From an optimization exercise on the open Yosys and OpenROAD flow, aimed at small area; shortcuts taken in it are not production practice. Only simulation tests tie the RTL to the original design; equivalence was not proved. Power figures rest on the tool's default switching activity, not on a simulated workload.

File: run.sh
#!/bin/bash
# synth_recipe.tcl (not shown) runs the flow's synth.tcl, then flattens the netlist and writes it again
# the make line also repeats each setting of config.mk as NAME=value (left out here)
make -C /OpenROAD-flow-scripts/flow DESIGN_CONFIG=/design/flow/config.mk WORK_HOME=/design/flow/orfs CLKGATE_MAP_FILE= SYNTH_SCRIPT=/design/flow/synth_recipe.tcl finish
File: config.mk
export PLATFORM = sky130hd
export DESIGN_NAME = router_top
export DESIGN_NICKNAME = router_top
export VERILOG_FILES = /design/flow/design.v
export SDC_FILE = /design/flow/constraint.sdc
export NUM_CORES = 4
export LEC_CHECK = 0
export CAP_MARGIN = 20
export CORE_MARGIN = 2
export CORE_UTILIZATION = 40
export CTS_BUF_LIST = sky130_fd_sc_hd__clkbuf_4 sky130_fd_sc_hd__clkbuf_8
export SLEW_MARGIN = 20
File: constraint.sdc
create_clock -name core_clock -period 4.0 [get_ports {clk}]
set_input_delay 0.8000 -clock core_clock [delete_from_list [all_inputs] [get_ports {clk}]]
set_output_delay 0.8000 -clock core_clock [all_outputs]
set_load 0.01 [all_outputs]
File: design.v
module router_fifo(clk,rst,rd_en,we,din,dout,full,cnt_nz,sft_rst,rd_eff);
input clk,rst,rd_en,we,sft_rst;
input [7:0]din;
output [7:0]dout;
output full,cnt_nz,rd_eff;
reg [7:0]mem[15:0];
reg [4:0]cnt;
reg rd_q;
integer i;
wire wr_eff;
assign full=cnt[4];
assign cnt_nz=|cnt;
assign rd_eff=rd_en&cnt_nz&!sft_rst;
assign wr_eff=we&!full&!sft_rst;
always@(posedge clk)
begin
	if(wr_eff)
	begin
		mem[0]<=din;
		for(i=1;i<16;i=i+1)
			mem[i]<=mem[i-1];
	end
end
always@(posedge clk)
begin
	if(!rst||sft_rst)
		cnt<=5'd0;
	else if(wr_eff&&!rd_eff)
		cnt<=cnt+1'b1;
	else if(rd_eff&&!wr_eff)
		cnt<=cnt-1'b1;
end
always@(posedge clk)
begin
	if(!rst)
		rd_q<=1'b0;
	else
		rd_q<=rd_eff;
end
assign dout=rd_q?mem[cnt[3:0]]:8'h00;
endmodule
module rfsm(clk,rst,pkt_vld,din,sft_any,cnt_nz0,cnt_nz1,cnt_nz2,fifo_full,parity_done,low_pkt_vld,addr,busy,detect_add,lfd_state,ld_state,laf_state,cpe_state,write_enb_reg);
input clk,rst,pkt_vld,sft_any,cnt_nz0,cnt_nz1,cnt_nz2,fifo_full,parity_done,low_pkt_vld;
input [1:0]din;
output reg [1:0]addr;
output busy,detect_add,lfd_state,ld_state,laf_state,cpe_state,write_enb_reg;
parameter DECODE_ADDRESS = 3'b000,
	  WAIT_TILL_EMPTY=3'b001,
	  LOAD_FIRST_DATA = 3'b010,
	  LOAD_DATA = 3'b011,
	  LOAD_PARITY=3'b100,
	  FIFO_FULL_STATE=3'b101,
	  LOAD_AFTER_FULL=3'b110,
	  CHECK_PARITY_ERROR=3'b111;
reg [2:0] state,next;
reg din_empty,addr_empty;
always@(posedge clk)
begin
	if(!rst)
		addr<=2'd0;
	else if(state==DECODE_ADDRESS)
		addr<=din;
end
always@(posedge clk)
begin
	if(!rst||sft_any)
		state<=DECODE_ADDRESS;
	else
		state<=next;
end
always@(*)
begin
	case(din)
		2'd0:din_empty=!cnt_nz0;
		2'd1:din_empty=!cnt_nz1;
		default:din_empty=!cnt_nz2;
	endcase
	case(addr)
		2'd0:addr_empty=!cnt_nz0;
		2'd1:addr_empty=!cnt_nz1;
		2'd2:addr_empty=!cnt_nz2;
		default:addr_empty=1'b0;
	endcase
end
always@(*)
begin
	next=DECODE_ADDRESS;
	case(state)
		DECODE_ADDRESS:
			if(pkt_vld&&din!=2'd3)
				next=din_empty?LOAD_FIRST_DATA:WAIT_TILL_EMPTY;
		WAIT_TILL_EMPTY:
			next=addr_empty?LOAD_FIRST_DATA:WAIT_TILL_EMPTY;
		LOAD_FIRST_DATA:
			next=LOAD_DATA;
		LOAD_DATA:
			if(fifo_full)
				next=FIFO_FULL_STATE;
			else if(!pkt_vld)
				next=LOAD_PARITY;
			else
				next=LOAD_DATA;
		LOAD_PARITY:
			next=CHECK_PARITY_ERROR;
		FIFO_FULL_STATE:
			next=fifo_full?FIFO_FULL_STATE:LOAD_AFTER_FULL;
		LOAD_AFTER_FULL:
			if(parity_done)
				next=DECODE_ADDRESS;
			else if(low_pkt_vld)
				next=LOAD_PARITY;
			else
				next=LOAD_DATA;
		CHECK_PARITY_ERROR:
			next=fifo_full?FIFO_FULL_STATE:DECODE_ADDRESS;
	endcase
end
assign detect_add=(state==DECODE_ADDRESS);
assign lfd_state=(state==LOAD_FIRST_DATA);
assign ld_state=(state==LOAD_DATA);
assign laf_state=(state==LOAD_AFTER_FULL);
assign cpe_state=(state==CHECK_PARITY_ERROR);
assign write_enb_reg=(state==LOAD_DATA)||(state==LOAD_PARITY)||(state==LOAD_AFTER_FULL);
assign busy=!((state==DECODE_ADDRESS)||(state==LOAD_DATA));
endmodule
module router_reg(clk,rst,pkt_vld,din,addr,fifo_full,detect_add,lfd_state,ld_state,laf_state,cpe_state,parity_done,low_pkt_vld,err,dout);
input clk,rst,pkt_vld,fifo_full,detect_add,lfd_state,ld_state,laf_state,cpe_state;
input [7:0]din;
input [1:0]addr;
output reg parity_done,low_pkt_vld,err;
output reg [7:0]dout;
reg [7:2]header;
reg [7:0]par;
wire [7:0]hdr={header,addr};
wire load_parity=(ld_state&&!pkt_vld&&!fifo_full)||(laf_state&&!parity_done&&low_pkt_vld);
always@(posedge clk)
begin
	if(!rst)
		dout<=8'd0;
	else if(lfd_state)
		dout<=hdr;
	else if(ld_state&&fifo_full)
		dout<=dout;
	else if(ld_state||!pkt_vld)
		dout<=din;
end
always@(posedge clk)
begin
	if(!rst)
		header<=6'd0;
	else if(detect_add&&pkt_vld&&din[1:0]!=2'b11)
		header<=din[7:2];
end
always@(posedge clk)
begin
	if(!rst||cpe_state)
		low_pkt_vld<=1'b0;
	else if(ld_state&&!pkt_vld)
		low_pkt_vld<=1'b1;
end
always@(posedge clk)
begin
	if(!rst||detect_add)
		par<=8'd0;
	else if(lfd_state&&pkt_vld)
		par<=par^hdr;
	else if((ld_state&&pkt_vld)||load_parity)
		par<=par^din;
end
always@(posedge clk)
begin
	if(!rst||detect_add)
		parity_done<=1'b0;
	else if(load_parity)
		parity_done<=1'b1;
end
always@(posedge clk)
begin
	if(!rst)
		err<=1'b0;
	else
		err<=parity_done&&(par!=8'd0);
end
endmodule
module rsynch(clk,rst,rd_en,vld_out,sft_rst);
input clk,rst,rd_en,vld_out;
output reg sft_rst;
reg [4:0]count;
always@(posedge clk)
begin
	if(!rst||!vld_out||rd_en)
	begin
		count<=5'd1;
		sft_rst<=1'b0;
	end
	else if(count==5'd30)
	begin
		count<=5'd1;
		sft_rst<=1'b1;
	end
	else
	begin
		count<=count+1'b1;
		sft_rst<=1'b0;
	end
end
endmodule
module router_top(clk,rst,din,rd_en0,rd_en1,rd_en2,pkt_vld,vld_out0,vld_out1,vld_out2,dout0,dout1,dout2,busy,err);
input clk,rst,rd_en0,rd_en1,rd_en2,pkt_vld;
input [7:0] din;
output vld_out0,vld_out1,vld_out2,busy,err;
output [7:0]dout0,dout1,dout2;
wire [7:0]data;
wire [1:0]addr;
wire full0,full1,full2,nz0,nz1,nz2,sft_rst0,sft_rst1,sft_rst2,rde0,rde1,rde2;
wire detect_add,lfd_state,ld_state,laf_state,cpe_state,write_enb_reg,parity_done,low_pkt_vld;
reg fifo_full;
always@(*)
begin
	case(addr)
		2'd0:fifo_full=full0;
		2'd1:fifo_full=full1;
		2'd2:fifo_full=full2;
		default:fifo_full=1'b0;
	endcase
end
assign vld_out0=nz0&!sft_rst0;
assign vld_out1=nz1&!sft_rst1;
assign vld_out2=nz2&!sft_rst2;
rfsm FSM(clk,rst,pkt_vld,din[1:0],sft_rst0|sft_rst1|sft_rst2,nz0,nz1,nz2,fifo_full,parity_done,low_pkt_vld,addr,busy,detect_add,lfd_state,ld_state,laf_state,cpe_state,write_enb_reg);
router_reg REG(clk,rst,pkt_vld,din,addr,fifo_full,detect_add,lfd_state,ld_state,laf_state,cpe_state,parity_done,low_pkt_vld,err,data);
rsynch SYN0(clk,rst,rd_en0,vld_out0,sft_rst0);
rsynch SYN1(clk,rst,rd_en1,vld_out1,sft_rst1);
rsynch SYN2(clk,rst,rd_en2,vld_out2,sft_rst2);
router_fifo FIFO_0(clk,rst,rd_en0,write_enb_reg&&addr==2'd0,data,dout0,full0,nz0,sft_rst0,rde0);
router_fifo FIFO_1(clk,rst,rd_en1,write_enb_reg&&addr==2'd1,data,dout1,full1,nz1,sft_rst1,rde1);
router_fifo FIFO_2(clk,rst,rd_en2,write_enb_reg&&addr==2'd2,data,dout2,full2,nz2,sft_rst2,rde2);
endmodule
==> results of run 1 <==
==> cells by family after synthesis <==
logic type	Yosys count
AOI/OAI and AO/OA	299
xor gates and xnor gates	29
DFF	450
adders and majority gates	21
and+or+nand+nor	315
muxes	108
buffers and inverters	102
==> layer usage <==
layer,up-vias,GRT usage,wire length (um)
met5,-,0,0
met4,0,0.0700,1090
met3,73,0.0329,2450
met2,395,0.264,19000
met1,5744,0.256,19700
li1,5357,-,-
==> how the worst max path moves through the flow <==
stage	from	endpoint	slack, ns	cells after the start
finish	FIFO_1.cnt[1]	dout1[0]	0.16	7
detailed placement	FSM.state[2]	FIFO_0.mem[12][2]	0.60	5
CTS	FIFO_2.cnt[2]	dout2[7]	0.005	6
global route	FIFO_2.cnt[0]	dout2[3]	0.003	8
global placement	FIFO_0.cnt[1]	dout0[2]	0.66	6
floorplan	FSM.state[0]	FIFO_2.cnt[4]	-2.68	11
==> power by group through the flow <==
stage | combinational [mW] | sequential [mW] | clock [mW]
6_report | 4.01 | 6.43 | 4.13
5_1_grt | 4.37 | 6.52 | 4.47
4_1_cts | 3.97 | 6.43 | 4.25
3_5_place_dp | 3.95 | 6.51 | 0
3_3_place_gp | 3.90 | 6.50 | 0
2_1_floorplan | 2.93 | 6.20 | 0
==> state kept, by name (all words and copies together), names as in the netlist, 6 cells and up <==
signal,count
REG.dout,8
REG.par,8
FIFO_0.mem,128
FIFO_1.mem,128
REG.header,6
FIFO_2.mem,128
==> worst max-delay path: stages, from the launching register on <==
cell	delay (ns)
dfxtp_1	0.40
buf_4	0.24
nor2b_1	0.36
a22oi_1	0.13
nand2_1	0.09
or4b_1	0.43
a21oi_1	0.19
clkdlybuf4s50_1	0.57
==> metrics by stage <==
step           instances  power, mW  cell area (um2)  setup TNS [ns]   util
3_3_place_gp        1944       10.4            20000               0  0.432
6_report            2088       14.6            21600               0  0.466
2_1_floorplan       1324       9.13            18800         -383.40      -
5_1_grt             2088       15.3            21600               0  0.466
4_1_cts             2085       14.7            21600               0  0.466
3_5_place_dp        1944       10.5            20000               0  0.432
==> repair_timing <==
| action | CTS | global route |
|---|---|---|
| hold buffers | 0 | 0 |
| setup endpoints to repair | 10 | 6 |
| gates resized for setup | 5 | 5 |
| buffers inserted | 0 | 3 |
==> cell type report <==
type | count | area, um2 | area share
Sequential cell | 450 | 12900 | 0.595
Multi-Input combinational cell | 772 | 5510 | 0.255
Clock buffer | 109 | 1350 | 0.0624
Timing Repair Buffer | 95 | 843 | 0.0390
Tap cell | 607 | 759 | 0.0351
Clock inverter | 32 | 196 | 0.00908
Inverter | 23 | 90.1 | 0.00417
==> cell usage in the layout, fill, tap and decap left out, types with 7 or more instances in the layout <==
master / count
a2111oi_0: 7
a211oi_1: 12
a21o_1: 7
a21oi_1: 62
a221oi_1: 17
a22o_1: 23
a22oi_1: 33
a31oi_1: 14
a32oi_1: 8
and3_1: 11
buf_4: 51
clkbuf_4: 24
clkbuf_8: 85
clkdlybuf4s50_1: 42
clkinv_1: 19
dfxtp_1: 57
edfxtp_1: 384
ha_1: 17
inv_1: 19
mux2_2: 38
mux2i_1: 65
nand2_1: 52
nand2b_1: 16
nand3_1: 44
nand3b_1: 8
nor2_1: 71
nor2b_1: 48
nor3_1: 15
o21ai_0: 61
xnor2_1: 18
xor2_1: 11
==> flow_summary.json, run 1 <==
{
  "power.switching_mw": 4.75,
  "peakVddDrop_mv": 0.323,
  "seq_area_frac_synth": 0.688,
  "area_delta_synth_final_pct": 15.8,
  "grt_overflow": 0,
  "drc": 0,
  "hold_violations": 0,
  "die_h_um": 220,
  "grt_usage": 0.177,
  "tightestPinTransition_ns": 0.971,
  "min_path_type": "flop to flop",
  "start_kind": "flop",
  "rrSetupSlack_ns": 0.60,
  "syn_avg_cell_area_um2": 14.1,
  "hold_path_end": "FIFO_0.mem[10][6]",
  "layout_setup_ws_ns": 0.159,
  "sequentialPowerShare": 0.441,
  "clkTransAtPathRegs_ns": 0.06,
  "dp_slack_ns": 0.596,
  "rsz0062_at_grt": "no",
  "r2r_start": "FSM.state[2]",
  "ys.flop_type": "edfxtp_1",
  "powerDensity_nw_per_um2": 674,
  "r2r-end": "FIFO_0.mem[14][1]",
  "max_cap_violations": 0,
  "reg2reg_depth": 5,
  "grt_pass1_vias": 11608,
  "synth_edf_count": 384,
  "end_kind": "primary output",
  "p_leak_nw": 7.15,
  "p_sw_frac": 0.326,
  "boundaryPins": 43,
  "fmax_ghz": 0.260,
  "drv_slew": 0,
  "hp-start": "FIFO_0.mem[9][6]",
  "status": "finished clean",
  "synth_compound_area_frac": 0.110,
  "start_util": 0.403,
  "clkSinkCount": 450,
  "fin_crit_ns": 3.84,
  "synthAdderAreaFrac": 0.0153,
  "globalplace.congestion": 0.837,
  "comb_power_share": 0.275,
  "async_flop_share": 0,
  "post-route-period-util": 0.960,
  "coreArea_um2": 46400,
  "viasPerCell": 5.54,
  "synth_top_area_frac": 0.617,
  "setup_viol": 0,
  "antenna_cells": 0,
  "synth_area_leaders": "edfxtp_1 62%, dfxtp_1 7.1%, mux2i_1 3.5%, mux2_2 2.3%, a21oi_1 1.8%",
  "worst-endpoint-arrival_ns": 3.04,
  "synth_top_family_by_area": "compound AO/OA/AOI/OAI gates",
  "cts_tree": "built",
  "core.rowCount": 79,
  "crit_fanout": 17,
  "synth-simple-area-share": 0.0882,
  "synthMuxAreaShare": 0.0631,
  "holdPathStages": 0,
  "cts-root-buf": "clkbuf_8",
  "num_vias": 11569,
  "grt_max_degree": 129,
  "dieWidth_um": 220,
  "wirelength_um": 42200,
  "synthCells": 1324,
  "clock_latency_ns": 0.64,
  "power_frac_clock": 0.284,
  "first_iter_violations": 961,
  "worstSetupPathType": "flop to primary output",
  "synth_area_um2": 18700,
  "dp_hpwl_um": 27300,
  "synth_most_common_cell": "edfxtp_1",
  "synth_xor_area_frac": 0.0136,
  "finClkSkew_ns": 0.0244,
  "slew_headroom": 0.351,
  "ys_ff_latch": 450,
  "first_pass_iters": 5,
  "final_nets": 1454,
  "ys_warn_count": 6,
  "synthTopCellsByCount": "384 x edfxtp_1, 72 x nor2_1, 66 x a21oi_1, 66 x dfxtp_1, 66 x mux2i_1",
  "wl_per_cell_um": 20.2,
  "worst_hold_slack_ns": 0.426,
  "n_fill_cell": 3966,
  "syn_nets": 1359,
  "required_ns": 3.20,
  "clock_path_buffers": 3,
  "grt_antenna_before_repair": 0,
  "die_area_um2": 48400,
  "cts_buffers": 77,
  "htree_levels": 3,
  "synth.distinct_cells": 71,
  "grt_pass1_wl_um": 66200,
  "p_int_mw": 9.82,
  "route.antenna.remaining_nets": 0,
  "synth_top_area_cell": "edfxtp_1",
  "io_buffers": 42,
  "final_layout_size_suffix_gt1_frac": 0.174
}
==> run 2: changes to the inputs <==
--- a/config.mk
+++ b/config.mk
@@ -10,3 +10,2 @@
 export CORE_UTILIZATION = 40
-export CTS_BUF_LIST = sky130_fd_sc_hd__clkbuf_4 sky130_fd_sc_hd__clkbuf_8
 export SLEW_MARGIN = 20
==> run 2 against run 1 <==
Net effect: register-to-register slack about the same; combinational power hardly changed; final cell count fell by 2.4%; area after synthesis is the same; highest routed layer unchanged; largest power group unchanged; setup slack got worse by 0.030 ns; count of clock-buffer cells in the layout shrank 37.
==> flow_summary.json, run 2 <==
{
  "reg_top3": "FIFO_0.mem (128), FIFO_1.mem (128), FIFO_2.mem (128)",
  "drv_slew": 0,
  "clock_path_buffers": 3,
  "start_util": 0.403,
  "num_vias": 11426,
  "finish.utilization": 0.466,
  "grt_overflow": 0,
  "dieWidth_um": 220,
  "grt_pass1_wl_um": 65500,
  "crit_fanout": 25,
  "cts_buffers": 49,
  "viasPerCell": 5.61,
  "p_sw_frac": 0.321,
  "die_area_um2": 48400,
  "clkSinkCount": 450,
  "setup_viol": 0,
  "status": "finished clean",
  "synthAdderAreaFrac": 0.0153,
  "finClkSkew_ns": 0.0204,
  "ys.flop_type": "edfxtp_1",
  "synth_top_area_cell": "edfxtp_1",
  "tightestPinTransition_ns": 0.964,
  "p_leak_nw": 7.11,
  "required_ns": 3.20,
  "worst-endpoint-arrival_ns": 3.07,
  "ys_warn_count": 6,
  "async_flop_share": 0,
  "post-route-period-util": 0.968,
  "die_h_um": 220,
  "synth-simple-area-share": 0.0882,
  "coreArea_um2": 46400,
  "synthMuxAreaShare": 0.0631,
  "final_nets": 1426,
  "powerDensity_nw_per_um2": 682,
  "seq_area_frac_synth": 0.688,
  "end_kind": "primary output",
  "core.rowCount": 79,
  "clkTransAtPathRegs_ns": 0.06,
  "synth_top_family_by_area": "compound AO/OA/AOI/OAI gates",
  "final_cell_mix": "384 x edfxtp_1, 72 x nor2_1, 65 x mux2i_1",
  "peakVddDrop_mv": 0.342,
  "drc": 0,
  "rsz0062_at_grt": "no",
  "cts_tree": "built",
  "dp_hpwl_um": 27300,
  "antenna_cells": 0,
  "power.switching_mw": 4.73,
  "sequentialPowerShare": 0.436,
  "max_cap_violations": 0,
  "final_layout_size_suffix_gt1_frac": 0.143,
  "min_path_type": "flop to flop",
  "wl_per_cell_um": 20.6,
  "synth.distinct_cells": 71,
  "ys_ff_latch": 450,
  "first_pass_iters": 5,
  "first_iter_violations": 1029,
  "cts-root-buf": "clkbuf_16",
  "grt_pass1_vias": 11226,
  "grt_max_degree": 129,
  "route.antenna.remaining_nets": 0,
  "syn_nets": 1359,
  "power_frac_clock": 0.293,
  "boundaryPins": 43,
  "hold_violations": 0,
  "fin_tns_setup_ns": 0,
  "area_delta_synth_final_pct": 15.7,
  "synth_area_leaders": "edfxtp_1 62%, dfxtp_1 7.1%, mux2i_1 3.5%, mux2_2 2.3%, a21oi_1 1.8%",
  "synthTopCellsByCount": "384 x edfxtp_1, 72 x nor2_1, 66 x a21oi_1, 66 x dfxtp_1, 66 x mux2i_1",
  "htree_levels": 2,
  "synth_area_um2": 18700,
  "synth_top_area_frac": 0.617,
  "synthCells": 1324,
  "p_int_mw": 10.0,
  "comb_power_share": 0.272,
  "fmax_ghz": 0.258,
  "worstSetupPathType": "flop to primary output",
  "clock_latency_ns": 0.59,
  "synth_compound_area_frac": 0.110,
  "synth_most_common_cell": "edfxtp_1",
  "synth_xor_area_frac": 0.0136,
  "final_common_cell": "edfxtp_1",
  "fin_crit_ns": 3.87,
  "synth_edf_count": 384,
  "syn_avg_cell_area_um2": 14.1,
  "slew_headroom": 0.356,
  "wirelength_um": 41900,
  "grt_usage": 0.175,
  "globalplace.congestion": 0.837,
  "io_buffers": 42,
  "grt_antenna_before_repair": 0,
  "start_kind": "flop"
}
[run 2: cell counts after synthesis]
No cell type changed its count.
[run 2: path summary, 6_finish.rpt]
check / start / to / slack [ns] / cells past startpoint
setup reg to reg: FSM.state[2] / FIFO_0.mem[12][2] / 0.60 / 5
hold reg to reg: FIFO_0.mem[9][4] / FIFO_0.mem[10][4] / 0.44 / 0
hold / removal: FIFO_0.mem[9][4] / FIFO_0.mem[10][4] / 0.44 / 0
setup / recovery: FIFO_2.cnt[1] / dout2[7] / 0.13 / 7
[run 2: cell type report]
class                           instances  area, um2
Clock buffer                           72       1410
Inverter                               23       90.1
Tap cell                              607        759
Multi-Input combinational cell        772       5510
Sequential cell                       450      12900
Clock inverter                         19        123
Timing Repair Buffer                   95        843
Fill cell                            3948      24800
[run 2: power groups by stage]
| stage | clock network, mW | registers [mW] | logic, mW |
|---|---|---|---|
| floorplan | 0 | 6.20 | 2.93 |
| global placement | 0 | 6.50 | 3.90 |
| detailed placement | 0 | 6.51 | 3.95 |
| CTS | 4.42 | 6.43 | 3.97 |
| global route | 4.60 | 6.51 | 4.37 |
| finish | 4.31 | 6.43 | 4.01 |
[run 2: worst max-delay path, stage by stage (launching register included)]
cell,delay (ns)
dfxtp_1,0.39
buf_12,0.20
nor2_1,0.50
nand2_1,0.26
o32ai_1,0.16
nor4_1,0.08
a21oi_1,0.27
clkdlybuf4s50_1,0.59
[run 2: kinds of logic after synthesis]
logic type / count (synthesis)
flip-flops: 450
AND/OR/NAND/NOR: 315
AO/OA/AOI/OAI: 299
multiplexers: 108
buffers and inverters: 102
XOR/XNOR: 29
adder cells (fa/ha/maj): 21
[run 2: stage by stage]
step                      setup slack (ns)  power, mW  hold slack, ns  instance area, um2  std cells
after global routing               0.00709       15.5           0.453               21600       2038
final                                0.129       14.7           0.441               21600       2038
after floorplan                      -2.68       9.13           0.417               18800       1324
after detailed placement             0.596       10.5           0.428               20000       1944
after global placement               0.658       10.4           0.425               20000       1944
after CTS                          0.00440       14.8           0.443               21600       2035
[run 2: repair_timing]
action                                  CTS  global route
gates resized for setup                   3             5
endpoints found under the setup margin    3            14
hold buffers                              0             0
setup buffers                             0             3
[run 2: per-layer routing]
| layer | global-route usage | routed length, um | part of all wire | vias to the layer above |
|---|---|---|---|---|
| li1 | - | - | - | 5282 |
| met1 | 0.255 | 19600 | 0.47 | 5699 |
| met2 | 0.264 | 18900 | 0.45 | 376 |
| met3 | 0.0294 | 2300 | 0.055 | 69 |
| met4 | 0.0600 | 1120 | 0.027 | 0 |
| met5 | 0 | 0 | 0 | - |
==> run 3: changes to the inputs <==
--- a/design.v
+++ b/design.v
@@ -39,5 +39,12 @@
 end
-assign dout=rd_q?mem[cnt[3:0]]:8'h00;
-endmodule
-module rfsm(clk,rst,pkt_vld,din,sft_any,cnt_nz0,cnt_nz1,cnt_nz2,fifo_full,parity_done,low_pkt_vld,addr,busy,detect_add,lfd_state,ld_state,laf_state,cpe_state,write_enb_reg);
+reg [7:0]mo;
+always@(*)
+begin
+	mo=8'h00;
+	for(i=0;i<16;i=i+1)
+		mo=mo|({8{rd_q&&cnt[3:0]==i}}&mem[i]);
+end
+assign dout=mo;
+endmodule
+module rfsm(clk,rst,pkt_vld,din,sft_any,cnt_nz0,cnt_nz1,cnt_nz2,fifo_full,parity_done,low_pkt_vld,addr,busy,detect_add,wait_state,lfd_state,ld_state,laf_state,cpe_state,write_enb_reg);
 input clk,rst,pkt_vld,sft_any,cnt_nz0,cnt_nz1,cnt_nz2,fifo_full,parity_done,low_pkt_vld;
@@ -45,3 +52,3 @@
 output reg [1:0]addr;
-output busy,detect_add,lfd_state,ld_state,laf_state,cpe_state,write_enb_reg;
+output busy,detect_add,wait_state,lfd_state,ld_state,laf_state,cpe_state,write_enb_reg;
 parameter DECODE_ADDRESS = 3'b000,
@@ -118,2 +125,3 @@
 assign detect_add=(state==DECODE_ADDRESS);
+assign wait_state=(state==WAIT_TILL_EMPTY);
 assign lfd_state=(state==LOAD_FIRST_DATA);
@@ -125,11 +133,8 @@
 endmodule
-module router_reg(clk,rst,pkt_vld,din,addr,fifo_full,detect_add,lfd_state,ld_state,laf_state,cpe_state,parity_done,low_pkt_vld,err,dout);
-input clk,rst,pkt_vld,fifo_full,detect_add,lfd_state,ld_state,laf_state,cpe_state;
+module router_reg(clk,rst,pkt_vld,din,fifo_full,detect_add,wait_state,lfd_state,ld_state,laf_state,cpe_state,parity_done,low_pkt_vld,err,dout);
+input clk,rst,pkt_vld,fifo_full,detect_add,wait_state,lfd_state,ld_state,laf_state,cpe_state;
 input [7:0]din;
-input [1:0]addr;
 output reg parity_done,low_pkt_vld,err;
 output reg [7:0]dout;
-reg [7:2]header;
 reg [7:0]par;
-wire [7:0]hdr={header,addr};
 wire load_parity=(ld_state&&!pkt_vld&&!fifo_full)||(laf_state&&!parity_done&&low_pkt_vld);
@@ -137,17 +142,4 @@
 begin
-	if(!rst)
-		dout<=8'd0;
-	else if(lfd_state)
-		dout<=hdr;
-	else if(ld_state&&fifo_full)
-		dout<=dout;
-	else if(ld_state||!pkt_vld)
+	if(detect_add||(ld_state&&!fifo_full)||(!pkt_vld&&!ld_state&&!wait_state&&!lfd_state))
 		dout<=din;
-end
-always@(posedge clk)
-begin
-	if(!rst)
-		header<=6'd0;
-	else if(detect_add&&pkt_vld&&din[1:0]!=2'b11)
-		header<=din[7:2];
 end
@@ -162,6 +154,6 @@
 begin
-	if(!rst||detect_add)
+	if(detect_add)
+		par<=din;
+	else if(lfd_state&&!pkt_vld)
 		par<=8'd0;
-	else if(lfd_state&&pkt_vld)
-		par<=par^hdr;
 	else if((ld_state&&pkt_vld)||load_parity)
@@ -184,6 +176,8 @@
 endmodule
-module rsynch(clk,rst,rd_en,vld_out,sft_rst);
-input clk,rst,rd_en,vld_out;
-output reg sft_rst;
+module rsynch(clk,rst,rd_en,cnt_nz,vld_out,sft_rst);
+input clk,rst,rd_en,cnt_nz;
+output vld_out,sft_rst;
 reg [4:0]count;
+assign sft_rst=&count;
+assign vld_out=cnt_nz&!sft_rst;
 always@(posedge clk)
@@ -191,16 +185,5 @@
 	if(!rst||!vld_out||rd_en)
-	begin
-		count<=5'd1;
-		sft_rst<=1'b0;
-	end
-	else if(count==5'd30)
-	begin
-		count<=5'd1;
-		sft_rst<=1'b1;
-	end
-	else
-	begin
-		count<=count+1'b1;
-		sft_rst<=1'b0;
-	end
+		count<=5'b11110;
+	else
+		count<={count[3:0],count[4]^count[2]};
 end
@@ -215,3 +198,3 @@
 wire full0,full1,full2,nz0,nz1,nz2,sft_rst0,sft_rst1,sft_rst2,rde0,rde1,rde2;
-wire detect_add,lfd_state,ld_state,laf_state,cpe_state,write_enb_reg,parity_done,low_pkt_vld;
+wire detect_add,wait_state,lfd_state,ld_state,laf_state,cpe_state,write_enb_reg,parity_done,low_pkt_vld;
 reg fifo_full;
@@ -226,10 +209,7 @@
 end
-assign vld_out0=nz0&!sft_rst0;
-assign vld_out1=nz1&!sft_rst1;
-assign vld_out2=nz2&!sft_rst2;
-rfsm FSM(clk,rst,pkt_vld,din[1:0],sft_rst0|sft_rst1|sft_rst2,nz0,nz1,nz2,fifo_full,parity_done,low_pkt_vld,addr,busy,detect_add,lfd_state,ld_state,laf_state,cpe_state,write_enb_reg);
-router_reg REG(clk,rst,pkt_vld,din,addr,fifo_full,detect_add,lfd_state,ld_state,laf_state,cpe_state,parity_done,low_pkt_vld,err,data);
-rsynch SYN0(clk,rst,rd_en0,vld_out0,sft_rst0);
-rsynch SYN1(clk,rst,rd_en1,vld_out1,sft_rst1);
-rsynch SYN2(clk,rst,rd_en2,vld_out2,sft_rst2);
+rfsm FSM(clk,rst,pkt_vld,din[1:0],sft_rst0|sft_rst1|sft_rst2,nz0,nz1,nz2,fifo_full,parity_done,low_pkt_vld,addr,busy,detect_add,wait_state,lfd_state,ld_state,laf_state,cpe_state,write_enb_reg);
+router_reg REG(clk,rst,pkt_vld,din,fifo_full,detect_add,wait_state,lfd_state,ld_state,laf_state,cpe_state,parity_done,low_pkt_vld,err,data);
+rsynch SYN0(clk,rst,rd_en0,nz0,vld_out0,sft_rst0);
+rsynch SYN1(clk,rst,rd_en1,nz1,vld_out1,sft_rst1);
+rsynch SYN2(clk,rst,rd_en2,nz2,vld_out2,sft_rst2);
 router_fifo FIFO_0(clk,rst,rd_en0,write_enb_reg&&addr==2'd0,data,dout0,full0,nz0,sft_rst0,rde0);
--- a/config.mk
+++ b/config.mk
@@ -10,2 +10,5 @@
 export CORE_UTILIZATION = 40
+export CTS_BUF_LIST = sky130_fd_sc_hd__clkbuf_16
+export CTS_CLUSTER_DIAMETER = 80
+export CTS_CLUSTER_SIZE = 28
 export SLEW_MARGIN = 20
==> run 3 against run 2 <==
Net effect: still clean on timing, DRC and antenna; critical path depth fell by 1; clock skew grew 0.017 ns; synthesized cell count is 19% lower; largest power group unchanged.
==> flow_summary.json, run 3 <==
{
  "status": "finished clean",
  "synth_edf_count": 400,
  "final_cell_mix": "400 x edfxtp_1, 134 x a22oi_1, 79 x nor2_1",
  "synthTopCellsByCount": "400 x edfxtp_1, 134 x a22oi_1, 83 x nor2_1",
  "synth_area_um2": 16900,
  "final_nets": 1188,
  "first_pass_iters": 5,
  "end_kind": "primary output",
  "drc": 0,
  "grt_usage": 0.170,
  "grt_pass1_wl_um": 57700,
  "core.rowCount": 75,
  "clock_path_buffers": 3,
  "worstSetupPathType": "flop to primary output",
  "postCtsHoldBufs": 0,
  "worst_hold_slack_ns": 0.443,
  "dieWidth_um": 210,
  "die_area_um2": 44000,
  "post-route-period-util": 0.980,
  "ys.flop_type": "edfxtp_1",
  "first_iter_violations": 960,
  "rsz0062_at_grt": "no",
  "hold_violations": 0,
  "seq_area_frac_synth": 0.758,
  "place_inst": 1675,
  "die_h_um": 210,
  "synth_most_common_cell": "edfxtp_1",
  "wl_per_cell_um": 22.1,
  "num_vias": 9705,
  "synthCells": 1066,
  "cts_buffers": 21,
  "globalplace.congestion": 0.828,
  "finClkSkew_ns": 0.0372,
  "syn_avg_cell_area_um2": 15.9,
  "area_delta_synth_final_pct": 12.2,
  "tightestPinTransition_ns": 0.997,
  "start_util": 0.404,
  "clkSinkCount": 441,
  "grt_pass1_vias": 9550,
  "boundaryPins": 43,
  "synth.distinct_cells": 65,
  "clkTransAtPathRegs_ns": 0.10,
  "grt_overflow": 0,
  "cts_tree": "built",
  "worst-endpoint-arrival_ns": 3.12,
  "io_buffers": 42,
  "syn_nets": 1095,
  "synth_top_area_frac": 0.710,
  "antenna_cells": 0,
  "p_leak_nw": 6.06,
  "final_cells": 1713,
  "ys_ff_latch": 441,
  "fin_crit_ns": 3.92,
  "fmax_ghz": 0.255,
  "final_common_cell": "edfxtp_1",
  "slew_headroom": 0.335,
  "synth_top_area_cell": "edfxtp_1",
  "htree_levels": 1,
  "grt_max_degree": 81,
  "setup_viol": 0,
  "async_flop_share": 0,
  "grt_antenna_before_repair": 1,
  "cts-root-buf": "clkbuf_16",
  "fin_tns_setup_ns": 0,
  "viasPerCell": 5.67,
  "route.antenna.remaining_nets": 0,
  "dp_hpwl_um": 25400,
  "reg2reg_depth": 5,
  "ys_warn_count": 6,
  "max_cap_violations": 0,
  "synth_area_leaders": "edfxtp_1 71%, a22oi_1 5.9%, dfxtp_1 4.8%, nor2_1 1.8%, nand2_1 1.4%",
  "holdPathStages": 1,
  "powerDensity_nw_per_um2": 511,
  "clock_latency_ns": 0.57,
  "min_path_type": "flop to flop",
  "start_kind": "flop",
  "reg_top3": "FIFO_0.mem (128), FIFO_1.mem (128), FIFO_2.mem (128)",
  "final_layout_size_suffix_gt1_frac": 0.101,
  "wirelength_um": 37800,
  "coreArea_um2": 41900,
  "required_ns": 3.20,
  "peakVddDrop_mv": 0.269,
  "drv_slew": 0,
  "crit_fanout": 8
}
## run 3: cell type report
cell class / count / area (um2)
repair buffers: 98 / 841
multi-input cells: 587 / 3950
fillers: 3701 / 22900
inverters: 10 / 37.5
well taps: 539 / 674
flip-flops and latches: 441 / 12800
clock inverters: 17 / 120
clock buffers: 21 / 526
## run 3: path summary, 6_finish.rpt
path	end	slack [ns]	start
max	dout1[5]	0.08	FIFO_1.rd_q
min	SYN0.count[2]	0.44	SYN0.count[1]
max reg2reg	FIFO_2.mem[11][4]	0.66	FSM.state[2]
min reg2reg	SYN0.count[2]	0.44	SYN0.count[1]
## run 3: cells by family after synthesis
kind of cell,Yosys count,synth area share
fa+ha+maj,15,0.0124
simple gates,292,0.0906
mux,23,0.0146
compound gates,234,0.102
buf+inv,38,0.0106
flops,441,0.758
xor+xnor,23,0.0119
## run 3: metrics by stage
stage	power (mW)	utilization	worst slack, ns	cell area (um2)
floorplan	6.64	-	-0.406	16900
global placement	7.28	0.438	0.642	18300
detailed placement	7.31	0.438	0.641	18300
CTS	9.74	0.453	0.0478	19000
global route	10.1	0.454	0.00223	19000
finish	9.70	0.454	0.0783	19000
## run 3: critical path, stage by stage, from the launching register on
cell and delay (ns):
dfxtp_1 0.51, or3b_4 0.46, nor2_1 0.51, a22oi_1 0.21, and4_1 0.20, nand4_1 0.11
clkdlybuf4s50_1 0.56
## run 3: what timing repair did
item / in CTS / in global routing
setup endpoints to repair: 1 / 10
setup buffers: 0 / 0
pin swaps: 0 / 0
gates resized for setup: 1 / 9
## run 3: routing by layer
layer	global-route usage	part of all wire	vias to the layer above
li1	-	-	4448
met1	0.260	0.47	4883
met2	0.253	0.45	312
met3	0.0220	0.053	60
met4	0.0562	0.028	2
met5	0	0.00034	-
## run 3: power breakdown
part           internal [mW]  switching [mW]
logic                  0.795           0.929
registers               5.21           0.278
clock network           1.01            1.48
==> run 4: changes to the inputs <==
--- a/config.mk
+++ b/config.mk
@@ -10,5 +10,6 @@
 export CORE_UTILIZATION = 40
-export CTS_BUF_LIST = sky130_fd_sc_hd__clkbuf_16
+export CTS_BUF_LIST = sky130_fd_sc_hd__clkbuf_8
 export CTS_CLUSTER_DIAMETER = 80
-export CTS_CLUSTER_SIZE = 28
+export CTS_CLUSTER_SIZE = 16
+export GPL_TIMING_DRIVEN = 0
 export SLEW_MARGIN = 20
==> run 4 against run 3 <==
Net effect: non-clock buffer count decreased by 6; clock power decreased by 12%; sequential cell count unchanged; largest power group unchanged; critical endpoint is now dout1[6]; first-iteration DRC count increased by 4.6%; clock skew decreased by 0.010 ns; critical path type unchanged; still clean; maximum frequency increased by 0.29%; via count increased by 1.8%; core utilization increased by 0.61 points.
==> flow_summary.json, run 4 <==
{
  "status": "finished clean",
  "drc": 0,
  "num_vias": 9882,
  "synth_top_area_cell": "edfxtp_1",
  "synth_top_area_frac": 0.710,
  "synthTopCellsByCount": "400 x edfxtp_1, 134 x a22oi_1, 83 x nor2_1",
  "setup_viol": 0,
  "cts-root-buf": "clkbuf_8",
  "worst_hold_slack_ns": 0.433,
  "finClkSkew_ns": 0.0270,
  "required_ns": 3.20,
  "min_path_type": "flop to flop",
  "p_sw_frac": 0.295,
  "synth.distinct_cells": 65,
  "r2r_start": "FSM.state[0]",
  "htree_levels": 1,
  "synth_most_common_cell": "edfxtp_1",
  "cts_buffers": 31,
  "max_stage_delay_ns": 0.67,
  "clock_latency_ns": 0.65,
  "first_iter_violations": 1004,
  "rsz0062_at_grt": "yes",
  "hold_violations": 0,
  "final_layout_size_suffix_gt1_frac": 0.133,
  "tightestPinTransition_ns": 0.899,
  "synthCells": 1066,
  "start_kind": "flop",
  "powerDensity_nw_per_um2": 504,
  "boundaryPins": 43,
  "final_nets": 1194,
  "die_area_um2": 44000,
  "worstSetupPathType": "flop to primary output",
  "r2r-end": "FIFO_2.cnt[4]",
  "reg2reg_depth": 13,
  "synth_edf_count": 400,
  "wl_per_cell_um": 22.4,
  "viasPerCell": 5.72,
  "slew_headroom": 0.401,
  "io_buffers": 41,
  "grt_pass1_wl_um": 58100,
  "fmax_ghz": 0.256,
  "max_cap_violations": 0,
  "hp-start": "SYN0.count[0]",
  "grt_pass1_vias": 9682,
  "post-route-period-util": 0.978,
  "p_leak_nw": 6.02,
  "antenna_cells": 0,
  "peakVddDrop_mv": 0.287,
  "final_cell_mix": "400 x edfxtp_1, 134 x a22oi_1, 59 x nand2_1",
  "synth_area_um2": 16900,
  "ys_ff_latch": 441,
  "route.antenna.remaining_nets": 0,
  "cts_tree": "built",
  "clkTransAtPathRegs_ns": 0.10,
  "dp_hpwl_um": 24200,
  "grt_usage": 0.172,
  "syn_avg_cell_area_um2": 15.9,
  "grt_antenna_before_repair": 1,
  "globalplace.congestion": 0.838,
  "synth_area_leaders": "edfxtp_1 71%, a22oi_1 5.9%, dfxtp_1 4.8%, nor2_1 1.8%, nand2_1 1.4%",
  "area_delta_synth_final_pct": 13.7,
  "ys.flop_type": "edfxtp_1",
  "core.rowCount": 75,
  "crit_fanout": 7,
  "total_power_mw": 9.71,
  "power_frac_clock": 0.224,
  "crit_buf_inv": 1,
  "end_kind": "primary output",
  "async_flop_share": 0,
  "comb_power_share": 0.218,
  "grt_max_degree": 60,
  "crit_family": "simple AND/OR/NAND/NOR gates",
  "coreArea_um2": 41900,
  "start_util": 0.404,
  "seq_area_frac_synth": 0.758,
  "fin_crit_ns": 3.91,
  "cp_slowest_cell": "nor2_1",
  "crit_chain": "nand3b_1, nor2_1, a22oi_1, nand4_1, nand4b_1, clkdlybuf4s50_1",
  "final_common_cell": "edfxtp_1",
  "dieWidth_um": 210,
  "first_pass_iters": 5,
  "syn_nets": 1095,
  "hold_path_end": "SYN0.count[1]",
  "die_h_um": 210,
  "clkSinkCount": 441,
  "grt_overflow": 0,
  "sequentialPowerShare": 0.558,
  "worst-endpoint-arrival_ns": 3.11,
  "rrSetupSlack_ns": 0.27,
  "power.switching_mw": 2.87,
  "holdPathStages": 1,
  "reg_top3": "FIFO_0.mem (128), FIFO_1.mem (128), FIFO_2.mem (128)",
  "p_int_mw": 6.84,
  "wirelength_um": 38800,
  "clock_path_buffers": 3,
  "ys_warn_count": 6,
  "drv_slew": 0,
  "postCtsHoldBufs": 0
}
## run 4: cell count changes in the layout (fill, tap and decap cells not counted), moves of 9 or more
cell / before / now
buf_4: 56 / 18
nor2_1: 79 / 46
clkbuf_8: 0 / 32
nor2_4: 0 / 31
clkbuf_16: 21 / 0
inv_1: 20 / 34
buf_2: 0 / 10
clkbuf_1: 0 / 9
## run 4: per-stage QoR
step           area, um2  setup WS (ns)  std cells   util  setup TNS (ns)
2_1_floorplan      16900         -0.406       1066      -          -0.946
3_3_place_gp       18000          -1.39       1646  0.431          -10.24
3_5_place_dp       18200        -0.0112       1652  0.435         -0.0112
4_1_cts            18900        -0.0350       1711  0.451         -0.0649
5_1_grt            19200         -0.104       1729  0.460          -0.377
6_report           19200         0.0895       1729  0.460               0
## run 4: worst register-to-register path: stages (launching register included)
cell      delay, ns
dfxtp_1        0.38
clkbuf_2       0.26
nand2_1        0.18
mux2i_4        0.37
and3b_4        0.51
buf_12         0.29
ha_1           0.25
inv_1          0.11
fa_1           0.42
a21o_1         0.17
a21oi_1        0.17
xnor2_1        0.09
or3_1          0.31
a21oi_1        0.14
## run 4: final cells by class
cell class	instances	area, um2
Fill cell	3636	22600
Inverter	10	37.5
Clock inverter	26	105
Multi-Input combinational cell	589	4300
Sequential cell	441	12800
Buffer	28	156
Tap cell	539	674
Clock buffer	32	440
Timing Repair Buffer	64	693
## run 4: cells by family after synthesis
logic type      count (synthesis)  share of synthesized area
xor+xnor                       23                     0.0119
compound gates                234                      0.102
simple gates                  292                     0.0906
mux                            23                     0.0146
buf+inv                        38                     0.0106
flops                         441                      0.758
fa+ha+maj                      15                     0.0124
## run 4: power by group through the flow
stage	registers [mW]	logic, mW	clock network, mW
3_5_place_dp	5.52	1.94	0
6_report	5.41	2.12	2.18
2_1_floorplan	5.41	1.22	0
5_1_grt	5.45	2.31	2.41
3_3_place_gp	5.51	1.80	0
4_1_cts	5.41	2.00	2.24
## run 4: per-layer routing
layer  vias to the layer above  GRT usage  share of wire
met4                         0     0.0494          0.022
li1                       4483          -              -
met2                       375      0.260           0.45
met3                        57     0.0296          0.065
met5                         -          0              0
met1                      4967      0.255           0.46
## run 4: worst max path at each step
stage,startpoint,end,slack (ns),cells after the start
final,FIFO_1.cnt[3],dout1[6],0.09,6
after floorplan,FSM.state[0],FIFO_2.cnt[4],-0.41,12
after global routing,FIFO_1.cnt[2],dout1[6],-0.10,6
after detailed placement,FSM.state[0],FIFO_2.cnt[4],-0.01,13
after global placement,FSM.state[0],FIFO_2.cnt[4],-1.39,12
after CTS,FSM.state[0],FIFO_0.cnt[4],-0.04,13
## run 4: timing repair
| action | CTS | global route |
|---|---|---|
| buffers inserted | 0 | 17 |
| resized for setup | 42 | 54 |
| cloned | 1 | 1 |
| pin swaps | 2 | 11 |
| setup endpoints to repair | 25 | 27 |
==> run 5: changes to the inputs <==
--- a/config.mk
+++ b/config.mk
@@ -13,3 +13,2 @@
 export CTS_CLUSTER_SIZE = 16
-export GPL_TIMING_DRIVEN = 0
 export SLEW_MARGIN = 20
==> run 5 against run 4 <==
Net effect: die area unchanged; final cell count is 0.23% higher; global-route usage hardly changed; clock power decreased by 2%; first-iteration DRC count is 4.4% higher; setup slack better by 0.047 ns; register-to-register slack improved by 0.36 ns; clock skew down 0.0041 ns; area after synthesis is the same; largest power group unchanged; highest routed layer is now met5.
==> flow_summary.json, run 5 <==
{
  "ys_ff_latch": 441,
  "cts-root-buf": "clkbuf_8",
  "clkTransAtPathRegs_ns": 0.11,
  "clock_latency_ns": 0.64,
  "coreArea_um2": 41900,
  "min_path_type": "flop to flop",
  "synthTopCellsByCount": "400 x edfxtp_1, 134 x a22oi_1, 83 x nor2_1",
  "grt_antenna_before_repair": 1,
  "crit_fanout": 8,
  "synth_top_area_cell": "edfxtp_1",
  "die_h_um": 210,
  "cts_buffers": 31,
  "seq_area_frac_synth": 0.758,
  "grt_usage": 0.172,
  "clock_path_buffers": 3,
  "setup_viol": 0,
  "fmax_ghz": 0.259,
  "first_pass_iters": 5,
  "route.antenna.remaining_nets": 0,
  "end_kind": "primary output",
  "hold_violations": 0,
  "dieWidth_um": 210,
  "cts_setup_buffers": 0,
  "final_cell_mix": "400 x edfxtp_1, 134 x a22oi_1, 76 x nor2_1",
  "crit_family": "simple AND/OR/NAND/NOR gates",
  "synth_top_area_frac": 0.710,
  "rsz0062_at_grt": "no",
  "dp_slack_ns": 0.641,
  "core.rowCount": 75,
  "area_delta_synth_final_pct": 11.6,
  "status": "finished clean",
  "finClkSkew_ns": 0.0229,
  "boundaryPins": 43,
  "final_common_cell": "edfxtp_1",
  "final_cells": 1733,
  "antenna_cells": 0,
  "postCtsHoldBufs": 0,
  "grt_max_degree": 81,
  "post-route-period-util": 0.966,
  "start_kind": "flop",
  "total_power_mw": 9.36,
  "place_inst": 1675,
  "fin_tns_setup_ns": 0,
  "synthCells": 1066,
  "drc": 0,
  "powerDensity_nw_per_um2": 495,
  "slew_headroom": 0.328,
  "synth_edf_count": 400,
  "layout_setup_ws_ns": 0.137,
  "crit_buf_inv": 2,
  "htree_levels": 1,
  "synth_area_um2": 16900,
  "die_area_um2": 44000,
  "peakVddDrop_mv": 0.281,
  "syn_nets": 1095,
  "syn_avg_cell_area_um2": 15.9,
  "dp_hpwl_um": 25400,
  "cp_slowest_cell": "clkdlybuf4s50_1",
  "tightestPinTransition_ns": 1.01,
  "grt_overflow": 0,
  "ys.flop_type": "edfxtp_1",
  "max_stage_delay_ns": 0.56,
  "first_iter_violations": 1048,
  "fin_crit_ns": 3.86,
  "synth_area_leaders": "edfxtp_1 71%, a22oi_1 5.9%, dfxtp_1 4.8%, nor2_1 1.8%, nand2_1 1.4%",
  "cts_tree": "built",
  "grt_pass1_vias": 9699,
  "viasPerCell": 5.66,
  "final_layout_size_suffix_gt1_frac": 0.109,
  "globalplace.congestion": 0.828,
  "finish.utilization": 0.452,
  "synth_most_common_cell": "edfxtp_1",
  "wirelength_um": 38000,
  "async_flop_share": 0,
  "clkSinkCount": 441,
  "synth.distinct_cells": 65,
  "num_vias": 9811,
  "wl_per_cell_um": 21.9,
  "final_nets": 1198,
  "crit_chain": "or3b_4, nor2_1, buf_4, a221oi_1, nand4b_1, clkdlybuf4s50_1",
  "start_util": 0.404,
  "required_ns": 3.20,
  "ys_warn_count": 6,
  "reg_top3": "FIFO_0.mem (128), FIFO_1.mem (128), FIFO_2.mem (128)",
  "p_leak_nw": 6.06,
  "grt_pass1_wl_um": 58300,
  "worst-endpoint-arrival_ns": 3.06,
  "io_buffers": 42,
  "worstSetupPathType": "flop to primary output",
  "drv_slew": 0,
  "max_cap_violations": 0
}
==> run 5: worst paths after layout <==
kind,start,to,slack (ns),cells after the start
worst min-delay path,SYN2.count[1],SYN2.count[2],0.43,1
worst max-delay path,FIFO_1.rd_q,dout1[6],0.14,6
worst max register to register,FSM.state[2],FIFO_1.mem[11][1],0.63,5
worst min register to register,SYN2.count[1],SYN2.count[2],0.43,1
==> run 5: through the flow <==
| stage | instance area (um2) | hold slack [ns] |
|---|---|---|
| after detailed placement | 18300 | 0.419 |
| after global routing | 18900 | 0.446 |
| after global placement | 18300 | 0.417 |
| after CTS | 18900 | 0.437 |
| after floorplan | 16900 | 0.408 |
| final | 18900 | 0.428 |
==> run 5: cells by family after synthesis <==
kind of cell | count (synthesis) | share of synthesized area
buf+inv | 38 | 0.0106
mux | 23 | 0.0146
xor+xnor | 23 | 0.0119
fa+ha+maj | 15 | 0.0124
simple gates | 292 | 0.0906
compound gates | 234 | 0.102
flops | 441 | 0.758
==> run 5: area by class of cell <==
class / count / area, um2
clock buffers: 31 / 427
clock inverters: 27 / 110
fillers: 3734 / 23000
inverters: 10 / 37.5
multi-input cells: 587 / 3970
flip-flops and latches: 441 / 12800
well taps: 539 / 674
repair buffers: 98 / 841
==> run 5: where the power goes <==
group          internal (mW)  switching (mW)
logic                  0.797           0.936
registers               5.21           0.280
clock network          0.732            1.41
==> run 5: repair_timing <==
action / 4_1_cts / 5_1_grt
endpoints found under the hold margin: 0 / 0
resized for setup: 7 / 11
pin swaps: 0 / 0
endpoints found under the setup margin: 9 / 20
==> run 5: routing by layer <==
metal  GRT usage  share of wire  up-vias
met5           0        0.00034        -
met4      0.0506          0.023        2
met3      0.0257          0.065       61
met2       0.257           0.45      335
met1       0.260           0.46     4945
li1            -              -     4468
==> run 6: changes to the inputs <==
==> flow/run.sh (new file) <==
#!/bin/bash
# Own layout flow: the standard layout (standard.sh) with smaller port
# buffers and a clock tree of clkbuf_8 leaves without dummy loads.
set -euo pipefail
export BUFFER_PORTS_ARGS="-buffer_cell sky130_fd_sc_hd__buf_1"
export CTS_ARGS="-sink_clustering_enable -repair_clock_nets -sink_clustering_size 16 -sink_clustering_max_diameter 80 -buf_list sky130_fd_sc_hd__clkbuf_8 -dont_use_dummy_load"
bash standard.sh finish > standard_flow.log 2>&1
==> standard.sh (new file) <==
#!/bin/bash
# synth_recipe.tcl (not shown) runs the flow's synth.tcl, then flattens the netlist and writes it again
# the make line also repeats each setting of config.mk as NAME=value (left out here)
make -C /OpenROAD-flow-scripts/flow DESIGN_CONFIG=/design/flow/config.mk WORK_HOME=/design/flow/orfs CLKGATE_MAP_FILE= SYNTH_SCRIPT=/design/flow/synth_recipe.tcl "${@:-finish}"
--- a/config.mk
+++ b/config.mk
@@ -10,5 +10,2 @@
 export CORE_UTILIZATION = 40
-export CTS_BUF_LIST = sky130_fd_sc_hd__clkbuf_8
-export CTS_CLUSTER_DIAMETER = 80
-export CTS_CLUSTER_SIZE = 16
 export SLEW_MARGIN = 20
removed: run.sh
==> run 6 against run 5 <==
Net effect: sequential share of layout area rose by 1.9 points; register-to-register slack improved by 0.11 ns; clock power fell by 6%.
==> flow_summary.json, run 6 <==
{
  "clock_latency_ns": 0.63,
  "die_area_um2": 44000,
  "setup_viol": 0,
  "synth_top_area_frac": 0.710,
  "synth_compound_area_frac": 0.102,
  "start_util": 0.404,
  "dieWidth_um": 210,
  "num_vias": 9719,
  "htree_levels": 1,
  "wirelength_um": 37500,
  "grt_max_degree": 74,
  "fmax_ghz": 0.264,
  "final_cells": 1690,
  "area_delta_synth_final_pct": 8.49,
  "first_iter_violations": 1142,
  "n_fill_cell": 3700,
  "grt_usage": 0.170,
  "final_cell_mix": "400 x edfxtp_1, 134 x a22oi_1, 83 x nor2_1",
  "grtUsageMet3": 0.0263,
  "route.antenna.remaining_nets": 0,
  "p_leak_nw": 5.73,
  "powerDensity_nw_per_um2": 494,
  "crit_family": "simple AND/OR/NAND/NOR gates",
  "grt_antenna_before_repair": 0,
  "boundaryPins": 43,
  "cts_setup_buffers": 0,
  "fin_crit_ns": 3.79,
  "place_inst": 1659,
  "async_flop_share": 0,
  "final_layout_size_suffix_gt1_frac": 0.0860,
  "worstSetupPathType": "flop to primary output",
  "synthTopCellsByCount": "400 x edfxtp_1, 134 x a22oi_1, 83 x nor2_1",
  "synthMuxAreaShare": 0.0146,
  "start_kind": "flop",
  "synth_xor_area_frac": 0.0119,
  "globalplace.congestion": 0.856,
  "top_usage_layer": "met2",
  "wl_per_cell_um": 22.2,
  "seq_area_frac_synth": 0.758,
  "final_common_cell": "edfxtp_1",
  "dp_hpwl_um": 24700,
  "first_pass_iters": 5,
  "synth_most_common_cell": "edfxtp_1",
  "grt_pass1_wl_um": 58000,
  "grt_overflow": 0,
  "synthCells": 1066,
  "max_cap_violations": 0,
  "ctsResizeCount": 0,
  "synth-simple-area-share": 0.0906,
  "final_nets": 1182,
  "cts-root-buf": "clkbuf_8",
  "clkSinkCount": 441,
  "antenna_cells": 0,
  "reg_top3": "FIFO_0.mem (128), FIFO_1.mem (128), FIFO_2.mem (128)",
  "synth_area_leaders": "edfxtp_1 71%, a22oi_1 5.9%, dfxtp_1 4.8%, nor2_1 1.8%, nand2_1 1.4%",
  "cts_buffers": 31,
  "drv_slew": 0,
  "synthAdderAreaFrac": 0.0124,
  "rrSetupSlack_ns": 0.74,
  "synth_top_family_by_area": "compound AO/OA/AOI/OAI gates",
  "synth.distinct_cells": 65,
  "drc": 0,
  "io_buffers": 42,
  "core.rowCount": 75,
  "postCtsHoldBufs": 0,
  "finClkSkew_ns": 0.0509,
  "ys.flop_type": "edfxtp_1",
  "clkTransAtPathRegs_ns": 0.10,
  "coreArea_um2": 41900,
  "crit_fanout": 19,
  "synth_edf_count": 400,
  "tightestPinTransition_ns": 0.906,
  "end_kind": "primary output",
  "grt_use_met2": 0.262,
  "fin_tns_setup_ns": 0,
  "crit_chain": "nand3_1, nor2_1, a22oi_1, and4_1, nand4_1, buf_1",
  "ys_ff_latch": 441,
  "met1_usage": 0.250,
  "crit_buf_inv": 1,
  "cts_tree": "built",
  "post-route-period-util": 0.947,
  "min_path_type": "flop to flop",
  "finish.utilization": 0.439,
  "worst-endpoint-arrival_ns": 2.99,
  "synth_area_um2": 16900,
  "viasPerCell": 5.75,
  "hold_violations": 0,
  "peakVddDrop_mv": 0.305,
  "clock_path_buffers": 3,
  "syn_nets": 1095,
  "grt_pass1_vias": 9652,
  "rsz0062_at_grt": "no",
  "die_h_um": 210,
  "syn_avg_cell_area_um2": 15.9,
  "status": "finished clean",
  "cp_slowest_cell": "dfxtp_1",
  "required_ns": 3.20,
  "slew_headroom": 0.396,
  "synth_top_area_cell": "edfxtp_1",
  "ys_warn_count": 6,
  "max_stage_delay_ns": 0.78,
  "dp_slack_ns": 0.753,
  "layout_setup_ws_ns": 0.212
}
## run 6: layout make-up
type | instances | area [um2] | area share
inverters | 10 | 37.5 | 0.00204
flip-flops and latches | 441 | 12800 | 0.699
clock buffers | 31 | 427 | 0.0232
multi-input cells | 587 | 3930 | 0.214
well taps | 539 | 674 | 0.0367
repair buffers | 82 | 458 | 0.0249
## run 6: logic make-up (layout without fill, tap and decap cells)
group,count (synthesis),count (layout)
fa+ha+maj,15,15
flops,441,441
compound gates,234,234
xor+xnor,23,23
mux,23,23
buf+inv,38,123
simple gates,292,292
## run 6: stage by stage
step / hold slack (ns) / area [um2] / power, mW
detailed placement: 0.425 / 17900 / 7.16
CTS: 0.402 / 18400 / 9.14
global route: 0.419 / 18400 / 9.51
finish: 0.431 / 18400 / 9.07
global placement: 0.417 / 17900 / 7.13
floorplan: 0.408 / 16900 / 6.64
## run 6: path summary, 6_finish.rpt
check,startpoint,endpoint,depth (start not counted)
worst min-delay path,FIFO_1.mem[8][2],FIFO_1.mem[9][2],0
worst max-delay path,FIFO_0.cnt[3],dout0[5],6
worst min register to register,FIFO_1.mem[8][2],FIFO_1.mem[9][2],0
worst max register to register,FIFO_2.cnt[1],FIFO_2.cnt[4],12
## run 6: power by group
group / internal, mW / switching (mW)
Sequential: 5.21 / 0.305
Clock: 0.693 / 1.32
Combinational: 0.638 / 0.904
## run 6: routing by layer
layer,routed length (um),up-vias
met1,16800,4843
met2,16900,400
met3,2830,68
met4,929,0
li1,-,4408
met5,0,-
==> run 7: changes to the inputs <==
==> flow/run.sh (replaced) <==
#!/bin/bash
# Own layout flow: the standard layout (standard.sh) with
#  - the standard synthesis script, but an area-oriented ABC mapping script
#    (flow/area.abc) for the combinational logic; registers are mapped by
#    dfflibmap before ABC exactly as in the standard synthesis,
#  - smaller port buffers,
#  - a clock tree of clkbuf_8 leaves without dummy loads.
set -euo pipefail
W=$PWD
sed "s#log_cmd abc {\*}\$abc_args#set abc_args [lreplace \$abc_args 1 1 $W/flow/area.abc]; log_cmd abc {*}\$abc_args#" \
  "$FLOW_HOME/scripts/synth.tcl" > "$W/synth_area.tcl"
grep -q "flow/area.abc" "$W/synth_area.tcl"
sed "s#source \$::env(SCRIPTS_DIR)/synth.tcl#source $W/synth_area.tcl#" synth_recipe.tcl > "$W/synth_recipe_area.tcl"
grep -q "synth_area.tcl" "$W/synth_recipe_area.tcl"
sed "s#SYNTH_SCRIPT=[^ ]*#SYNTH_SCRIPT=$W/synth_recipe_area.tcl#" standard.sh > "$W/standard_area.sh"
grep -q "synth_recipe_area.tcl" "$W/standard_area.sh"
export BUFFER_PORTS_ARGS="-buffer_cell sky130_fd_sc_hd__buf_1"
export CTS_ARGS="-sink_clustering_enable -repair_clock_nets -sink_clustering_size 16 -sink_clustering_max_diameter 80 -buf_list sky130_fd_sc_hd__clkbuf_8 -dont_use_dummy_load"
bash "$W/standard_area.sh" finish > standard_flow.log 2>&1
==> flow/area.abc (new file) <==
strash
&get -n
&st
&syn2
&dch -f
&nf -a -R 100
&put
topo
stime -c
--- a/config.mk
+++ b/config.mk
@@ -7,5 +7,6 @@
 export LEC_CHECK = 0
-export CAP_MARGIN = 20
+export CAP_MARGIN = 0
 export CORE_MARGIN = 2
-export CORE_UTILIZATION = 40
-export SLEW_MARGIN = 20
+export CORE_UTILIZATION = 65
+export PLACE_DENSITY = 0.75
+export SLEW_MARGIN = 0
==> run 7 against run 6 <==
Net effect: clock skew is 0.017 ns lower; non-clock buffer count is 4 lower; count of clock-buffer cells in the layout stayed put; via count is 4.4% lower; maximum frequency is 0.62% higher; critical path depth stayed put.
==> flow_summary.json, run 7 <==
{
  "synth_area_leaders": "edfxtp_1 74%, dfxtp_1 5.1%, a222oi_1 4.2%, nor2_1 1.9%, a22oi_1 1.6%",
  "fin_tns_setup_ns": 0,
  "route.antenna.remaining_nets": 0,
  "final_cells": 1387,
  "required_ns": 3.20,
  "start_kind": "flop",
  "grt_antenna_before_repair": 1,
  "syn_avg_cell_area_um2": 17.0,
  "synth_edf_count": 400,
  "final_nets": 1094,
  "grt_pass1_vias": 9024,
  "dieWidth_um": 162,
  "fin_crit_ns": 3.76,
  "final_layout_size_suffix_gt1_frac": 0.0847,
  "synth_top_area_frac": 0.739,
  "finClkSkew_ns": 0.0335,
  "reg_top3": "FIFO_0.mem (128), FIFO_1.mem (128), FIFO_2.mem (128)",
  "cts_tree": "built",
  "num_vias": 9288,
  "slew_headroom": 0.163,
  "wl_per_cell_um": 24.2,
  "worst-endpoint-arrival_ns": 2.96,
  "place_inst": 1356,
  "grt_max_degree": 93,
  "grt_overflow": 0,
  "status": "finished clean",
  "coreArea_um2": 24500,
  "dp_hpwl_um": 21300,
  "clkTransAtPathRegs_ns": 0.10,
  "total_power_mw": 9.54,
  "end_kind": "primary output",
  "cts_buffers": 31,
  "first_iter_violations": 1244,
  "antenna_cells": 0,
  "worstSetupPathType": "flop to primary output",
  "layout_setup_ws_ns": 0.236,
  "first_pass_iters": 8,
  "worst_hold_slack_ns": 0.415,
  "viasPerCell": 6.70,
  "htree_levels": 1,
  "final_common_cell": "edfxtp_1",
  "finish.utilization": 0.720,
  "async_flop_share": 0,
  "cts-root-buf": "clkbuf_8",
  "crit_start": "FIFO_1.cnt[0]",
  "final_cell_area_um2": 17600,
  "peakVddDrop_mv": 0.465,
  "synth_most_common_cell": "edfxtp_1",
  "hold_violations": 0,
  "ys_warn_count": 6,
  "fmax_ghz": 0.266,
  "start_util": 0.664,
  "post-route-period-util": 0.941,
  "clock_path_buffers": 3,
  "drc": 0,
  "rsz0062_at_grt": "no",
  "globalplace.congestion": 0.853,
  "powerDensity_nw_per_um2": 542,
  "setup_viol": 0,
  "dp_slack_ns": 0.644,
  "synth_area_um2": 16300,
  "final_cell_mix": "400 x edfxtp_1, 83 x nor2_1, 68 x a222oi_1",
  "synthCells": 954,
  "postCtsHoldBufs": 0,
  "max_cap_violations": 0,
  "tightestPinTransition_ns": 1.25,
  "r2r_start": "FIFO_2.cnt[2]",
  "clock_latency_ns": 0.62,
  "drv_slew": 0,
  "syn_nets": 983,
  "min_path_type": "primary input to flop",
  "die_area_um2": 26300,
  "hp-start": "rd_en2",
  "area_delta_synth_final_pct": 8.38,
  "synth_top_area_cell": "edfxtp_1",
  "die_h_um": 162,
  "ctsResizeCount": 0,
  "crit_fanout": 8,
  "p_leak_nw": 5.43,
  "grt_pass1_wl_um": 51500,
  "ys_ff_latch": 441,
  "core.rowCount": 57,
  "boundaryPins": 43,
  "grt_usage": 0.259,
  "synthTopCellsByCount": "400 x edfxtp_1, 83 x nor2_1, 68 x a222oi_1",
  "dpl-instance-area_um2": 17200,
  "n_fill_cell": 1546,
  "io_buffers": 42,
  "synth.distinct_cells": 35,
  "ys.flop_type": "edfxtp_1",
  "seq_area_frac_synth": 0.790,
  "clkSinkCount": 441,
  "cts_setup_buffers": 0,
  "wirelength_um": 33600
}
## run 7: final cells by class
cell class	instances	area [um2]	share of cell area
Timing Repair Buffer	78	428	0.0243
Multi-Input combinational cell	506	3480	0.197
Inverter	7	30.0	0.00171
Clock buffer	31	427	0.0242
Sequential cell	441	12800	0.729
Tap cell	324	405	0.0230
## run 7: cells by family (layout without fill, tap and decap cells)
family,after synthesis,count (layout),synth area share
flops,441,441,0.790
simple gates,259,259,0.0795
compound gates,205,205,0.101
xor+xnor,20,20,0.0108
fa+ha+maj,15,15,0.0129
mux,7,7,0.00431
buf+inv,7,116,0.00162
## run 7: report_power, final
part           internal [mW]  total (mW)  switching (mW)  leakage, nW
registers               5.54        5.93           0.390         3.96
clock network          0.691        1.99            1.30        0.223
logic                  0.629        1.63           0.997         1.25
total                   6.85        9.54            2.68         5.43
## run 7: worst max-delay path, stage by stage, from the launching register on
cell,delay (ns)
dfxtp_1,0.53
nand3b_1,0.20
nor2_1,0.79
a222oi_1,0.27
and3_1,0.24
nand4_1,0.14
buf_1,0.18
## run 7: routing by layer
metal  global-route usage  share of wire  vias to the layer above
met1                0.380           0.40                     4542
li1                     -              -                     4155
met5                    0        0.00021                        -
met4               0.0917          0.036                        2
met3               0.0434          0.095                       82
met2                0.404           0.47                      507
## run 7: final timing paths
kind,endpoint,slack [ns],depth (start not counted)
worst max-delay path,dout1[6],0.24,6
worst min-delay path,FIFO_2.rd_q,0.42,3
worst max register to register,FIFO_2.cnt[4],0.68,13
worst min register to register,FIFO_0.mem[9][6],0.42,0

[afterwards: timing with drivers on the ports]
Ports are ideal in the flow. The routed layouts listed here were re-timed in OpenROAD. Step 1 sets driving cells, clkbuf_16 on the clock port and buf_2 on the other inputs (assumed; they add their load-dependent delay and slew). Step 2, shift: input delay + t, output delay - t, t = (earliest + latest rising clock arrival at the registers) / 2. This alone moves slack from input paths to output paths. Slacks: ideal ports / drivers / drivers and shift; pairs: ideal ports / drivers.
| run | t (ns) | setup WS [ns] | clock arrival spread, ns | worst slew at a driven data input, ns | cell pins on the clock port's net |
|---|---|---|---|---|---|
| run 1 | 0.674 | 0.159 / 0.107 / 0.603 | 0.028 / 0.029 | 0.04 | 1 |
| run 2 | 0.639 | 0.129 / 0.074 / 0.602 | 0.026 / 0.026 | 0.04 | 1 |
| run 3 | 0.601 | 0.078 / 0.027 / 0.627 | 0.043 / 0.043 | 0.08 | 1 |
| run 4 | 0.683 | 0.090 / 0.039 / 0.269 | 0.028 / 0.029 | 0.03 | 1 |
| run 5 | 0.685 | 0.137 / 0.087 / 0.628 | 0.034 / 0.033 | 0.08 | 1 |
| run 6 | 0.656 | 0.212 / 0.162 / 0.744 | 0.058 / 0.058 | 0.08 | 1 |
| run 7 | 0.649 | 0.236 / 0.188 / 0.684 | 0.033 / 0.034 | 0.06 | 1 |
After both steps every run listed still meets setup and hold.
